From an optimization exercise on the open Yosys and OpenROAD flow, aimed at small area; shortcuts taken in it are not production practice. Only simulation tests tie the RTL to the original design; equivalence was not proved. No activity file was given, so power comes from the tool's default toggle rates.

### flow/design.v
module mid_3x3(
	input			clk,
	input			reset_n,
	input			i_line_vaild,
	output			o_data_valid,
	input	[23:0]	i_line3_1,
	input	[23:0]	i_line3_2,
	input	[23:0]	i_line3_3,
	output	[7:0]	o_mid_data
);
reg		data_vaild;
always @(posedge clk or negedge reset_n)
	if(~reset_n)
		data_vaild	<=	1'b0;
	else
		data_vaild	<=	i_line_vaild;
reg		[7:0]	r1_1_d,r1_2_d,r1_3_d;
reg		[7:0]	r2_1_d,r2_2_d,r2_3_d;
reg		[7:0]	r3_1_d,r3_2_d,r3_3_d;
always @(*) begin
	{r1_1_d,r1_2_d,r1_3_d}		=i_line3_1;
	{r2_1_d,r2_2_d,r2_3_d}		=i_line3_2;
	{r3_1_d,r3_2_d,r3_3_d}		=i_line3_3;
end
reg		[7:0]	r1_1,r1_2,r1_3;
reg		[7:0]	r2_1,r2_2,r2_3;
reg		[7:0]	r3_1,r3_2,r3_3;
reg		[7:0]	r1_max,r1_mid,r1_min;
reg		[7:0]	r2_max,r2_mid,r2_min;
reg		[7:0]	r3_max,r3_mid,r3_min;
always @(posedge clk)
	{r1_1,r1_2,r1_3	}	<=	{i_line3_1};
always @(posedge clk)
	{r2_1,r2_2,r2_3	}	<=	{i_line3_2};
always @(posedge clk)
	{r3_1,r3_2,r3_3	}	<=	{i_line3_3};
wire	a_cmp1_12,a_cmp1_13,a_cmp1_23;
wire	a_cmp2_12,a_cmp2_13,a_cmp2_23;
wire	a_cmp3_12,a_cmp3_13,a_cmp3_23;
assign	a_cmp1_12	=	~(r1_1_d	>r1_2_d);
assign	a_cmp1_13	=	~(r1_1_d	>r1_3_d);
assign	a_cmp1_23	=	~(r1_2_d	>r1_3_d);
assign	a_cmp2_12	=	~(r2_1_d	>r2_2_d);
assign	a_cmp2_13	=	~(r2_1_d	>r2_3_d);
assign	a_cmp2_23	=	~(r2_2_d	>r2_3_d);
assign	a_cmp3_12	=	~(r3_1_d	>r3_2_d);
assign	a_cmp3_13	=	~(r3_1_d	>r3_3_d);
assign	a_cmp3_23	=	~(r3_2_d	>r3_3_d);
always @(posedge clk) begin
		case({a_cmp1_12,a_cmp1_13,a_cmp1_23})
			3'b000:	{r1_max,r1_mid,r1_min}	<=	{r1_1_d,r1_2_d,r1_3_d};
			3'b001:	{r1_max,r1_mid,r1_min}	<=	{r1_1_d,r1_3_d,r1_2_d};
			3'b011:	{r1_max,r1_mid,r1_min}	<=	{r1_3_d,r1_1_d,r1_2_d};
			3'b100:	{r1_max,r1_mid,r1_min}	<=	{r1_2_d,r1_1_d,r1_3_d};
			3'b110:	{r1_max,r1_mid,r1_min}	<=	{r1_2_d,r1_3_d,r1_1_d};
			3'b111:	{r1_max,r1_mid,r1_min}	<=	{r1_3_d,r1_2_d,r1_1_d};
			default:
					{r1_max,r1_mid,r1_min}	<=	0	;
		endcase
		case({a_cmp2_12,a_cmp2_13,a_cmp2_23})
			3'b000:	{r2_max,r2_mid,r2_min}	<=	{r2_1_d,r2_2_d,r2_3_d};
			3'b001:	{r2_max,r2_mid,r2_min}	<=	{r2_1_d,r2_3_d,r2_2_d};
			3'b011:	{r2_max,r2_mid,r2_min}	<=	{r2_3_d,r2_1_d,r2_2_d};
			3'b100:	{r2_max,r2_mid,r2_min}	<=	{r2_2_d,r2_1_d,r2_3_d};
			3'b110:	{r2_max,r2_mid,r2_min}	<=	{r2_2_d,r2_3_d,r2_1_d};
			3'b111:	{r2_max,r2_mid,r2_min}	<=	{r2_3_d,r2_2_d,r2_1_d};
			default:
					{r2_max,r2_mid,r2_min}	<=	0	;
		endcase
		case({a_cmp3_12,a_cmp3_13,a_cmp3_23})
			3'b000:	{r3_max,r3_mid,r3_min}	<=	{r3_1_d,r3_2_d,r3_3_d};
			3'b001:	{r3_max,r3_mid,r3_min}	<=	{r3_1_d,r3_3_d,r3_2_d};
			3'b011:	{r3_max,r3_mid,r3_min}	<=	{r3_3_d,r3_1_d,r3_2_d};
			3'b100:	{r3_max,r3_mid,r3_min}	<=	{r3_2_d,r3_1_d,r3_3_d};
			3'b110:	{r3_max,r3_mid,r3_min}	<=	{r3_2_d,r3_3_d,r3_1_d};
			3'b111:	{r3_max,r3_mid,r3_min}	<=	{r3_3_d,r3_2_d,r3_1_d};
			default:
					{r3_max,r3_mid,r3_min}	<=	0	;
		endcase
	end
reg		[7:0]	b1_max,b1_mid,b1_min;
reg		[7:0]	b2_max,b2_mid,b2_min;
reg		[7:0]	b3_max,b3_mid,b3_min;
wire	b_cmp1_12,b_cmp1_13,b_cmp1_23;
wire	b_cmp2_12,b_cmp2_13,b_cmp2_23;
wire	b_cmp3_12,b_cmp3_13,b_cmp3_23;
assign	b_cmp1_12	=	~(r1_max	>r2_max);
assign	b_cmp1_13	=	~(r1_max	>r3_max);
assign	b_cmp1_23	=	~(r2_max	>r3_max);
assign	b_cmp2_12	=	~(r1_mid	>r2_mid);
assign	b_cmp2_13	=	~(r1_mid	>r3_mid);
assign	b_cmp2_23	=	~(r2_mid	>r3_mid);
assign	b_cmp3_12	=	~(r1_min	>r2_min);
assign	b_cmp3_13	=	~(r1_min	>r3_min);
assign	b_cmp3_23	=	~(r2_min	>r3_min);
always @(posedge clk) begin
		case({b_cmp1_12,b_cmp1_13,b_cmp1_23})
			3'b000:	{b1_max,b1_mid,b1_min}	<=	{r1_max,r2_max,r3_max};
			3'b001:	{b1_max,b1_mid,b1_min}	<=	{r1_max,r3_max,r2_max};
			3'b011:	{b1_max,b1_mid,b1_min}	<=	{r3_max,r1_max,r2_max};
			3'b100:	{b1_max,b1_mid,b1_min}	<=	{r2_max,r1_max,r3_max};
			3'b110:	{b1_max,b1_mid,b1_min}	<=	{r2_max,r3_max,r1_max};
			3'b111:	{b1_max,b1_mid,b1_min}	<=	{r3_max,r2_max,r1_max};
			default:
					{b1_max,b1_mid,b1_min}	<=	0	;
		endcase
		case({b_cmp2_12,b_cmp2_13,b_cmp2_23})
			3'b000:	{b2_max,b2_mid,b2_min}	<=	{r1_mid,r2_mid,r3_mid};
			3'b001:	{b2_max,b2_mid,b2_min}	<=	{r1_mid,r3_mid,r2_mid};
			3'b011:	{b2_max,b2_mid,b2_min}	<=	{r3_mid,r1_mid,r2_mid};
			3'b100:	{b2_max,b2_mid,b2_min}	<=	{r2_mid,r1_mid,r3_mid};
			3'b110:	{b2_max,b2_mid,b2_min}	<=	{r2_mid,r3_mid,r1_mid};
			3'b111:	{b2_max,b2_mid,b2_min}	<=	{r3_mid,r2_mid,r1_mid};
			default:
					{b2_max,b2_mid,b2_min}	<=	0	;
		endcase
		case({b_cmp3_12,b_cmp3_13,b_cmp3_23})
			3'b000:	{b3_max,b3_mid,b3_min}	<=	{r1_min,r2_min,r3_min};
			3'b001:	{b3_max,b3_mid,b3_min}	<=	{r1_min,r3_min,r2_min};
			3'b011:	{b3_max,b3_mid,b3_min}	<=	{r3_min,r1_min,r2_min};
			3'b100:	{b3_max,b3_mid,b3_min}	<=	{r2_min,r1_min,r3_min};
			3'b110:	{b3_max,b3_mid,b3_min}	<=	{r2_min,r3_min,r1_min};
			3'b111:	{b3_max,b3_mid,b3_min}	<=	{r3_min,r2_min,r1_min};
			default:
					{b3_max,b3_mid,b3_min}	<=	0	;
		endcase
	end
reg		[7:0]	c1_max,c1_mid,c1_min;
wire	c_cmp1_12,c_cmp1_13,c_cmp1_23;
assign	c_cmp1_12	=	~(b1_min	>b2_mid);
assign	c_cmp1_13	=	~(b1_min	>b3_max);
assign	c_cmp1_23	=	~(b2_mid	>b3_max);
always @(posedge clk) begin
		case({c_cmp1_12,c_cmp1_13,c_cmp1_23})
			3'b000:	{c1_max,c1_mid,c1_min}	<=	{b1_min,b2_mid,b3_max};
			3'b001:	{c1_max,c1_mid,c1_min}	<=	{b1_min,b3_max,b2_mid};
			3'b011:	{c1_max,c1_mid,c1_min}	<=	{b3_max,b1_min,b2_mid};
			3'b100:	{c1_max,c1_mid,c1_min}	<=	{b2_mid,b1_min,b3_max};
			3'b110:	{c1_max,c1_mid,c1_min}	<=	{b2_mid,b3_max,b1_min};
			3'b111:	{c1_max,c1_mid,c1_min}	<=	{b3_max,b2_mid,b1_min};
			default:
					{c1_max,c1_mid,c1_min}	<=	0	;
		endcase
end
reg	[2:0]	data_vaild_r;
always @(posedge clk or negedge reset_n)
	if(~reset_n)
		data_vaild_r	<=	3'b000;
	else
		data_vaild_r	<=	{data_vaild_r[1:0],i_line_vaild};
assign	o_mid_data	=	c1_mid										;
assign	o_data_valid=	data_vaild_r[2]								;
endmodule
module	delta_3x3(
	input			clk,
	input			reset_n,
	input			i_line_vaild,
	output			o_line_valid,
	input	[23:0]	i_line3_1,
	input	[23:0]	i_line3_2,
	input	[23:0]	i_line3_3,
	output	[26:0]	o_line3_1,
	output	[26:0]	o_line3_2,
	output	[26:0]	o_line3_3
);
reg		[7:0]	r1_1,r1_2,r1_3;
reg		[7:0]	r2_1,r2_2,r2_3;
reg		[7:0]	r3_1,r3_2,r3_3;
reg		data_vaild;
always @(posedge clk or negedge reset_n)
	if(~reset_n)
		data_vaild	<=	1'b0;
	else
		data_vaild	<=	i_line_vaild;
always @(posedge clk)
	{r1_1,r1_2,r1_3	}	<=	{i_line3_1};
always @(posedge clk)
	{r2_1,r2_2,r2_3	}	<=	{i_line3_2};
always @(posedge clk)
	{r3_1,r3_2,r3_3	}	<=	{i_line3_3};
reg		[7:0]	r2_2_1,r2_2_2,r2_2_3;
always @(posedge clk)
	{r2_2_1,r2_2_2,r2_2_3}	<=	{3{i_line3_2[15:8]}	};
reg signed	[8:0]	o_dat1,o_dat2,o_dat3,o_dat4,o_dat5,o_dat6,o_dat7,o_dat8,o_dat9;
reg signed	[8:0]	o_dat1_r1,o_dat2_r1,o_dat3_r1,o_dat4_r1,o_dat5_r1,o_dat6_r1,o_dat7_r1,o_dat8_r1,o_dat9_r1;
always @(posedge clk)
	if(data_vaild) begin
		o_dat1	<=	r2_2	-	r1_1;
		o_dat2	<=	r2_2	-	r1_2;
		o_dat3	<=	r2_2_1	-	r1_3;
		o_dat4	<=	r2_2_1	-	r2_1;
		o_dat6	<=	r2_2_2	-	r2_3;
		o_dat7	<=	r2_2_2	-	r3_1;
		o_dat8	<=	r2_2_3	-	r3_2;
		o_dat9	<=	r2_2_3	-	r3_3;
	end
always @(posedge clk)
	{o_dat1_r1,o_dat2_r1,o_dat3_r1,o_dat4_r1,o_dat6_r1,o_dat7_r1,o_dat8_r1,o_dat9_r1}	<=	
	{o_dat1,o_dat2,o_dat3,o_dat4,o_dat6,o_dat7,o_dat8,o_dat9							};
reg	[2:0]	data_vaild_r;
always @(posedge clk or negedge reset_n)
	if(~reset_n)
		data_vaild_r	<=	3'b000;
	else
		data_vaild_r	<=	{data_vaild_r[1:0],i_line_vaild};
reg	[7:0]	r2_2_q0;
reg	[7:0]	r2_2_q1;
reg	[7:0]	r2_2_q2;
always @(posedge clk) begin
	r2_2_q0	<=	r2_2;
	r2_2_q1	<=	r2_2_q0;
	r2_2_q2	<=	r2_2_q1;
end
assign	o_line3_1	=	{o_dat1_r1,	o_dat2_r1,			o_dat3_r1}	;
assign	o_line3_2	=	{o_dat4_r1,	{1'b0,r2_2_q2},		o_dat6_r1}	;
assign	o_line3_3	=	{o_dat7_r1,	o_dat8_r1,			o_dat9_r1}	;
assign	o_line_valid=	data_vaild_r[2]								;
endmodule
module dpc_judge(
	input				clk,
	input				reset_n,
	input	[7:0]		i_dpc_threshold,
	input				i_line_vaild,
	input	[26:0]		i_line3_1,
	input	[26:0]		i_line3_2,
	input	[26:0]		i_line3_3,
	input	[7:0]		i_mid_num,
	output	[7:0]		o_judge_data,
	output				o_judge_vaild
);
reg			[8:0]		r1_0,r2_0,r3_0,r4_0,r5_0,r6_0,r7_0,r8_0,r9_0;
reg			[7:0]		thr1r0;
wire		[7:0]		sig_bit;
wire		comp_en;
always @(posedge clk )
	{r1_0,r2_0,r3_0,r4_0,r5_0,r6_0,r7_0,r8_0,r9_0	}	<=	{i_line3_1,i_line3_2,i_line3_3	};
always @(posedge clk or negedge reset_n)
	if(~reset_n)
		thr1r0	<=	0;
	else
		thr1r0	<=	i_dpc_threshold;
assign	sig_bit	=	{	r1_0[8],r2_0[8],r3_0[8],r4_0[8],
						r6_0[8],r7_0[8],r8_0[8],r9_0[8]	};
assign	comp_en	=	sig_bit	==4'h0 | sig_bit ==4'hf;
reg		comp_en_q;	
reg			[7:0]		r1_1,r2_1,r3_1,r4_1			,r6_1,r7_1,r8_1,r9_1;
reg			[7:0]		thrlr1,thr2r1,thr3r1,thr4r1,	thr6r1,thr7r1,thr8r1,thr9r1;
always @(posedge clk) begin
		{thrlr1,thr2r1,thr3r1,thr4r1,	thr6r1,thr7r1,thr8r1,thr9r1}	<=	{8{	thr1r0}};
		comp_en_q			<=	comp_en;
	end
always @(posedge clk)
	if(	r1_0[8])
		r1_1	<=	~r1_0[7:0]	;
	else
		r1_1	<=	r1_0[7:0]	;
always @(posedge clk)
	if(	r2_0[8])
		r2_1	<=	~r2_0[7:0]	;
	else
		r2_1	<=	r2_0[7:0]	;
always @(posedge clk)
	if(	r3_0[8])
		r3_1	<=	~r3_0[7:0]	;
	else
		r3_1	<=	r3_0[7:0]	;
always @(posedge clk)
	if(	r4_0[8])
		r4_1	<=	~r4_0[7:0]	;
	else
		r4_1	<=	r4_0[7:0]	;
always @(posedge clk)
	if(	r6_0[8])
		r6_1	<=	~r6_0[7:0]	;
	else
		r6_1	<=	r6_0[7:0]	;
always @(posedge clk)
	if(	r7_0[8])
		r7_1	<=	~r7_0[7:0]	;
	else
		r7_1	<=	r7_0[7:0]	;
always @(posedge clk)
	if(	r8_0[8])
		r8_1	<=	~r8_0[7:0]	;
	else
		r8_1	<=	r8_0[7:0]	;
always @(posedge clk)
	if(	r9_0[8])
		r9_1	<=	~r9_0[7:0]	;
	else
		r9_1	<=	r9_0[7:0]	;
wire	[7:0]	flg;
assign			flg[0]		=	r1_1	>	thrlr1;
assign			flg[1]		=	r2_1	>	thr2r1;
assign			flg[2]		=	r3_1	>	thr3r1;
assign			flg[3]		=	r4_1	>	thr4r1;
assign			flg[4]		=	r6_1	>	thr6r1;
assign			flg[5]		=	r7_1	>	thr7r1;
assign			flg[6]		=	r8_1	>	thr8r1;
assign			flg[7]		=	r9_1	>	thr9r1;
reg		[7:0]	new_data;
reg		[7:0]	r5_1;
reg		[7:0]	midr0,midr1	;
reg		[2:0]	vaild_r;
wire	judge_flag;
always @(posedge clk)
	r5_1			<=	r5_0;
always @(posedge clk)
	{midr1,midr0}	<=	{midr0,i_mid_num};
always @(posedge clk)
	vaild_r			<=	{vaild_r[1:0],i_line_vaild};
always @(posedge clk)
	if(judge_flag	==1'b1)
		new_data	<=	midr1;
	else
		new_data	<=	r5_1;
assign	judge_flag		=comp_en_q &(flg ==8'hff);
assign	o_judge_data	=new_data;
assign	o_judge_vaild	=vaild_r[2];
endmodule
module	dpc_5x5(
	input			clk,
	input			reset_n,
	input			bayer_format,
	input	[7:0]	i_dpc_threshold,
	input	[2:0]	i_video_syn,
	input	[7:0]	i_data_r0,
	input	[7:0]	i_data_r1,
	input	[7:0]	i_data_r2,
	input	[7:0]	i_data_r3,
	input	[7:0]	i_data_r4,
	output	[2:0]	o_video_sync,
	output	[7:0]	o_data
);
reg		[7:0]		r1_1,r1_2,r1_3,r1_4,r1_5;
reg		[7:0]		r2_1,r2_2,r2_3,r2_4,r2_5;
reg		[7:0]		r3_1,r3_2,r3_3,r3_4,r3_5;
reg		[7:0]		r4_1,r4_2,r4_3,r4_4,r4_5;
reg		[7:0]		r5_1,r5_2,r5_3,r5_4,r5_5;
always @(posedge clk or negedge reset_n)
	if(~reset_n)
		{r1_1,r1_2,r1_3,r1_4,r1_5	}	<=	0;
	else
		{r1_1,r1_2,r1_3,r1_4,r1_5	}	<=	{r1_2,r1_3,r1_4,r1_5,i_data_r0	};
always @(posedge clk or negedge reset_n)
	if(~reset_n)
		{r2_1,r2_2,r2_3,r2_4,r2_5	}	<=	0;
	else
		{r2_1,r2_2,r2_3,r2_4,r2_5	}	<=	{r2_2,r2_3,r2_4,r2_5,i_data_r1	};
always @(posedge clk or negedge reset_n)
	if(~reset_n)
		{r3_1,r3_2,r3_3,r3_4,r3_5	}	<=	0;
	else
		{r3_1,r3_2,r3_3,r3_4,r3_5	}	<=	{r3_2,r3_3,r3_4,r3_5,i_data_r2	};
always @(posedge clk or negedge reset_n)
	if(~reset_n)
		{r4_1,r4_2,r4_3,r4_4,r4_5	}	<=	0;
	else
		{r4_1,r4_2,r4_3,r4_4,r4_5	}	<=	{r4_2,r4_3,r4_4,r4_5,i_data_r3	};
always @(posedge clk or negedge reset_n)
	if(~reset_n)
		{r5_1,r5_2,r5_3,r5_4,r5_5	}	<=	0;
	else
		{r5_1,r5_2,r5_3,r5_4,r5_5	}	<=	{r5_2,r5_3,r5_4,r5_5,i_data_r4	};
reg		[11:0]		syn_v,syn_h,syn_d;
always @(posedge clk or negedge reset_n)
	if(~reset_n) begin
		syn_v	<=	0;
		syn_h	<=	0;
		syn_d	<=	0;
	end else begin
		syn_v	<=	{syn_v[10:0],	i_video_syn[2]};
		syn_d	<=	{syn_d[10:0],	i_video_syn[1]};
		syn_h	<=	{syn_h[10:0],	i_video_syn[0]};
	end
wire	syn_d_pos	=	(syn_d[4:3]	==	2'b01);
wire	syn_v_neg	=	(syn_v[4:3]	==	2'b10);
reg					odd_pixel,odd_line;
reg		[7:0]		r1_1r0,r1_3r0,r1_5r0;
reg		[7:0]		r3_1r0,r3_3r0,r3_5r0;
reg		[7:0]		r5_1r0,r5_3r0,r5_5r0;
always @(posedge clk or negedge reset_n)
	if(~reset_n)
		odd_pixel	<=	1'b0;
	else if(syn_d_pos)
		odd_pixel	<=	~bayer_format;
	else if(syn_d[4])
		odd_pixel	<=	~odd_pixel;
always @(posedge clk or negedge reset_n)
	if(~reset_n)
		odd_line	<=	1'b0;
	else if(syn_v_neg)
		odd_line	<=	1'b0;
	else if(syn_d_pos)
		odd_line	<=	~odd_line;
always @(posedge clk)
	if(odd_pixel	==	odd_line) begin
		{r1_1r0,r1_3r0,r1_5r0}	<=	{r1_1,r1_3,r1_5};
		{r3_1r0,r3_3r0,r3_5r0}	<=	{r3_1,r3_3,r3_5};
		{r5_1r0,r5_3r0,r5_5r0}	<=	{r5_1,r5_3,r5_5};
	end else begin
		{r1_3r0}				<=	{r1_3};
		{r1_1r0,r1_5r0}			<=	{r2_2,r2_4};
		{r3_1r0,r3_3r0,r3_5r0}	<=	{r3_1,r3_3,r3_5};
		{r5_1r0,r5_5r0}			<=	{r4_2,r4_4};
		{r5_3r0}				<=	{r5_3};
	end
wire	signed 	[8:0]		dlt1,dlt2,dlt3,dlt4,dlt5,dlt6,dlt7,dlt8,dlt9	;
wire			[7:0]		mid_num;
delta_3x3 u_delta_3x3(
	.clk				(clk					),
	.reset_n			(reset_n				),
	.i_line_vaild		(syn_d[5]				),
	.i_line3_1			({r1_1r0,r1_3r0,r1_5r0}	),
	.i_line3_2			({r3_1r0,r3_3r0,r3_5r0}	),
	.i_line3_3			({r5_1r0,r5_3r0,r5_5r0}	),
	.o_line3_1			({dlt1,dlt2,dlt3}		),
	.o_line3_2			({dlt4,dlt5,dlt6}		),
	.o_line3_3			({dlt7,dlt8,dlt9}		)
);
mid_3x3	u_mid_3x3(
	.clk				(clk					),
	.reset_n			(reset_n				),
	.i_line_vaild		(syn_d[5]				),
	.i_line3_1			({r1_1r0,r1_3r0,r1_5r0}	),
	.i_line3_2			({r3_1r0,r3_3r0,r3_5r0}	),
	.i_line3_3			({r5_1r0,r5_3r0,r5_5r0}	),
	.o_mid_data			(mid_num				)
);
dpc_judge	u_dpc_judge(
	.clk				(clk					),
	.reset_n			(reset_n				),
	.i_dpc_threshold	(i_dpc_threshold		),
	.i_line_vaild		(syn_d[8]				),
	.i_line3_1			({dlt1,dlt2,dlt3}		),
	.i_line3_2			({dlt4,dlt5,dlt6}		),
	.i_line3_3			({dlt7,dlt8,dlt9}		),
	.i_mid_num			(mid_num				),
	.o_judge_data		(o_data					),
	.o_judge_vaild		(						)
);
assign		o_video_sync	=	{syn_v[11],		syn_d[11],		syn_h[11]};
endmodule
### flow/run.sh
#!/bin/bash
# synth_recipe.tcl (not shown) runs the flow's synth.tcl, then flattens the netlist and writes it again
# the make line also repeats each setting of config.mk as NAME=value (left out here)
make -C /OpenROAD-flow-scripts/flow DESIGN_CONFIG=/design/flow/config.mk WORK_HOME=/design/flow/orfs CLKGATE_MAP_FILE= SYNTH_SCRIPT=/design/flow/synth_recipe.tcl finish
### flow/config.mk
export PLATFORM = sky130hd
export DESIGN_NAME = dpc_5x5
export DESIGN_NICKNAME = dpc_5x5
export VERILOG_FILES = /design/flow/design.v
export SDC_FILE = /design/flow/constraint.sdc
export NUM_CORES = 4
export LEC_CHECK = 0
export CAP_MARGIN = 20
export CORE_MARGIN = 2
export CORE_UTILIZATION = 40
export SLEW_MARGIN = 20
### flow/constraint.sdc
create_clock -name core_clock -period 3.5 [get_ports {clk}]
set_input_delay 0.7000 -clock core_clock [delete_from_list [all_inputs] [get_ports {clk}]]
set_output_delay 0.7000 -clock core_clock [all_outputs]
set_load 0.01 [all_outputs]
==> impl_metrics.tcl <==
set metrics [dict create \
    status "complete, no violations" \
    worstSkewPairLatency_ps 630 \
    synth_async_sr_flop_share 0.277 \
    drt_wl_total_um 60800 \
    post-route-min-period_ps 2810 \
    core_area_um2 73000 \
    cts-root-buf "clkbuf_16" \
    nets 2775 \
    yosysUniqueCellTypes 66 \
    vias 16900 \
    diodes 0 \
    critPathMaxStageDelay_ps 530 \
    wl_per_cell_um 17.7 \
    p_leak_nw 15.4 \
    ctsResizeCount 0 \
    hold_viol 0 \
    drt-pass1-iter-count 9 \
    io_pins 65 \
    grt_pass1_wl_um 96500 \
    layout-drive-gt1-share 0.0833 \
    cts_tree "built" \
    cp_max_fo 8 \
    power.share.sequential 0.452 \
    crit_buf_inv 2 \
    path_cells "inv_1 > ha_1 > nor2b_1 > o211ai_1 > a21oi_1 > o21bai_1 > nor2_1 > a222oi_1 > inv_1" \
    finalClockSkew_ps 24.0 \
    yosys_warnings 4 \
    hpwl_um 45800 \
    worstSetupStartpoint "r3_5r0[1]" \
    grt_setup_unrepaired "false" \
    critPathKind "register to register" \
    yosysSeqAreaShare 0.628 \
    clock_path_buffers 3 \
    cts_setup_buffers 0 \
    worst_ep_arrival_time_ps 3280 \
    hold_class "primary input to asynchronous set/reset pin" \
    grt-ovfl-total 0 \
    switching_share 0.307 \
    pwr-share-clk 0.310 \
    tns_ps 0 \
    vias_per_cell 4.91 \
    drcViolationCount 0 \
    synth_cells 2286 \
    switchingPower_mw 8.64 \
    synth_nets 2644 \
    final_max_slew_viol_count 0 \
    ctsHoldBuffers 0 \
    cts_sinks 831 \
    die_w_um 275 \
    slew_headroom 0.534 \
    htreeDepth 3 \
    synth-edff-count 72 \
    die_h_um 275 \
    ir_drop_mv 0.440 \
    yosys_register_bits 831 \
    antenna_found_initial 0 \
    setup_viol_count_final 0 \
    rrSetupSlack_ps 690 \
    r2r-end "u_mid_3x3.r2_max[5]" \
    drv_cap 0 \
    start_kind "register" \
    drt_iter0_drc 1210 \
    reg.largest.list "syn_d (12), syn_h (12), syn_v (12)" \
    grt_pass1_vias 17800 \
    p_int_mw 19.5 \
    worst_pin_slew_ps 695 \
    worst_path_most_repeated_cell "inv_1" \
    cts.clk_slew.worst_paths_ps 60 \
    syn_area_per_cell_um2 12.9 \
    grt_usage 0.165 \
    num-fill-cells 6350 \
    rows 99 \
    holdWs_ps 43.8 \
    p_comb_frac 0.238 \
    grt_start_max_net_pins 86 \
    syn_to_final_growth_pct 15.5 \
    p_per_area_nw_per_um2 827 \
    finalCritPeriodShare 0.803 \
    postRouteAntennaNets 0 \
    routabilityCongestion 0.863 \
    max_freq_mhz 356 \
    portBuffers 64 \
    cpMaxStageDelayCell "dfxtp_1" \
    worstPathRequired_ps 3970 \
    worstSetupEndpointType "register" \
    syn_area_um2 29500 \
    synthFlopType "dfxtp_1" \
    cts_inserted_buffers 83 \
    cp_top_family "compound AO/OA/AOI/OAI gates" \
    r2r_start "r3_5r0[1]" \
    start_util 0.404 \
    rr_worst_depth 9 \
    dieArea_um2 75900 \
]
[cells in the mapped netlist (38+ instances only)]
cell      number  area share
dfxtp_1      529        0.36
ha_1         296        0.13
inv_1        266       0.034
dfrtp_1      230        0.20
a21oi_1      138       0.023
xor2_1        88       0.026
edfxtp_1      72       0.073
o21ai_0       67       0.011
a221o_1       57       0.019
nand2_1       49      0.0062
a222oi_1      48       0.016
mux2_2        46       0.018
nand4_1       43      0.0091
nor2b_1       40      0.0085
nor2_1        38      0.0048
[kinds of logic (layout without fill, tap and decap cells)]
group	Yosys count	count (layout)	share of synthesized area
flops	831	831	0.628
compound gates	434	434	0.103
fa+ha+maj	304	304	0.131
buf+inv	292	491	0.0381
simple gates	269	269	0.0493
xor+xnor	107	107	0.0318
mux	49	49	0.0188
[routing by layer]
| metal | vias to the layer above | global-route usage | routed length [um] |
|---|---|---|---|
| met5 | - | 0 | 0 |
| met2 | 482 | 0.277 | 29200 |
| met4 | 0 | 0.0656 | 2050 |
| met1 | 8013 | 0.209 | 26200 |
| li1 | 8274 | - | - |
| met3 | 124 | 0.0319 | 3350 |
[worst max path at each step]
| stage | cells after the start | endpoint |
|---|---|---|
| global route | 9 | u_dpc_judge.new_data[7] |
| detailed placement | 9 | u_dpc_judge.new_data[1] |
| finish | 9 | u_mid_3x3.r2_max[5] |
| floorplan | 9 | u_delta_3x3.o_dat1[8] |
| CTS | 9 | u_dpc_judge.new_data[1] |
| global placement | 9 | u_dpc_judge.new_data[3] |
[final cells by class]
cell class	instances	area, um2	share of cell area
repair buffers	72	731	0.0215
clock buffers	119	2440	0.0717
clock inverters	34	322	0.00944
flip-flops and latches	831	18500	0.544
inverters	266	998	0.0293
multi-input cells	1163	9850	0.289
well taps	959	1200	0.0352
[power by group through the flow]
stage / sequential [mW] / clock, mW / combinational (mW)
after floorplan: 12.2 / 0 / 5.09
after global routing: 12.9 / 9.43 / 7.65
after CTS: 12.8 / 9.00 / 6.71
final: 12.7 / 8.73 / 6.70
after global placement: 13.0 / 0 / 6.41
after detailed placement: 13.0 / 0 / 6.67
[cells in the final DEF, fill, tap and decap left out, types with 7 or more instances in the layout]
cell | synthesis | routed
clkdlybuf4s50_1 | 0 | 63
clkinv_2 | 0 | 10
nand4_1 | 43 | 43
dfrtp_1 | 230 | 229
edfxtp_1 | 72 | 72
a21oi_1 | 138 | 138
clkbuf_8 | 0 | 10
o21ai_0 | 67 | 67
nor2_1 | 38 | 38
a21boi_0 | 22 | 22
nand2b_1 | 23 | 23
dfxtp_1 | 529 | 529
xnor2_1 | 19 | 18
o211ai_1 | 14 | 14
nand3_1 | 29 | 29
mux2_2 | 46 | 46
nand2_1 | 49 | 49
a211oi_1 | 7 | 7
a21o_1 | 35 | 35
clkbuf_1 | 16 | 20
clkbuf_16 | 0 | 89
a221o_1 | 57 | 57
fa_1 | 8 | 8
and2_1 | 16 | 16
a222oi_1 | 48 | 48
inv_1 | 266 | 266
nor2b_1 | 40 | 40
ha_1 | 296 | 296
xor2_1 | 88 | 88
[through the flow]
step / setup WS, ps / area, um2 / instances / util / total power, mW
final: 691 / 34000 / 3444 / 0.467 / 28.2
after global routing: 544 / 34000 / 3444 / 0.467 / 30.0
after CTS: 700 / 34000 / 3444 / 0.467 / 28.5
after detailed placement: 731 / 31300 / 3291 / 0.429 / 19.6
after global placement: 764 / 31300 / 3291 / 0.429 / 19.4
after floorplan: 1260 / 29500 / 2286 / - / 17.3

[what the ideal ports hide]
In the flow no input, the clock included, has a driving cell. The finished layout below was timed again as built, in two steps.
Step 1 (the two cells are an assumption about what drives the block):
set clk [get_ports {clk}]
set_driving_cell -lib_cell sky130_fd_sc_hd__clkbuf_16 $clk
set_driving_cell -lib_cell sky130_fd_sc_hd__buf_2 [delete_from_list [all_inputs] $clk]
Step 2 adds t to the input delays and takes it off the output delays; t is the mean of the earliest and latest rising clock arrival at the registers after step 1. Input paths then give back, and output paths get back, about the clock's delay inside the block.
Three values: no drivers, after step 1, after step 2; two values: the first two.
shift t [ns]: 0.674
slack for setup (ns): 0.691 / 0.691 / 0.691
worst setup path after step 2: register to register
clock arrival spread, ns: 0.026 / 0.027
slew at the worst register clock pin (ns): 0.07 / 0.07
After both steps setup and hold are still met in this run. The setup slack of this run moves by 0.000 ns with the drivers and by 0.000 ns with both steps.
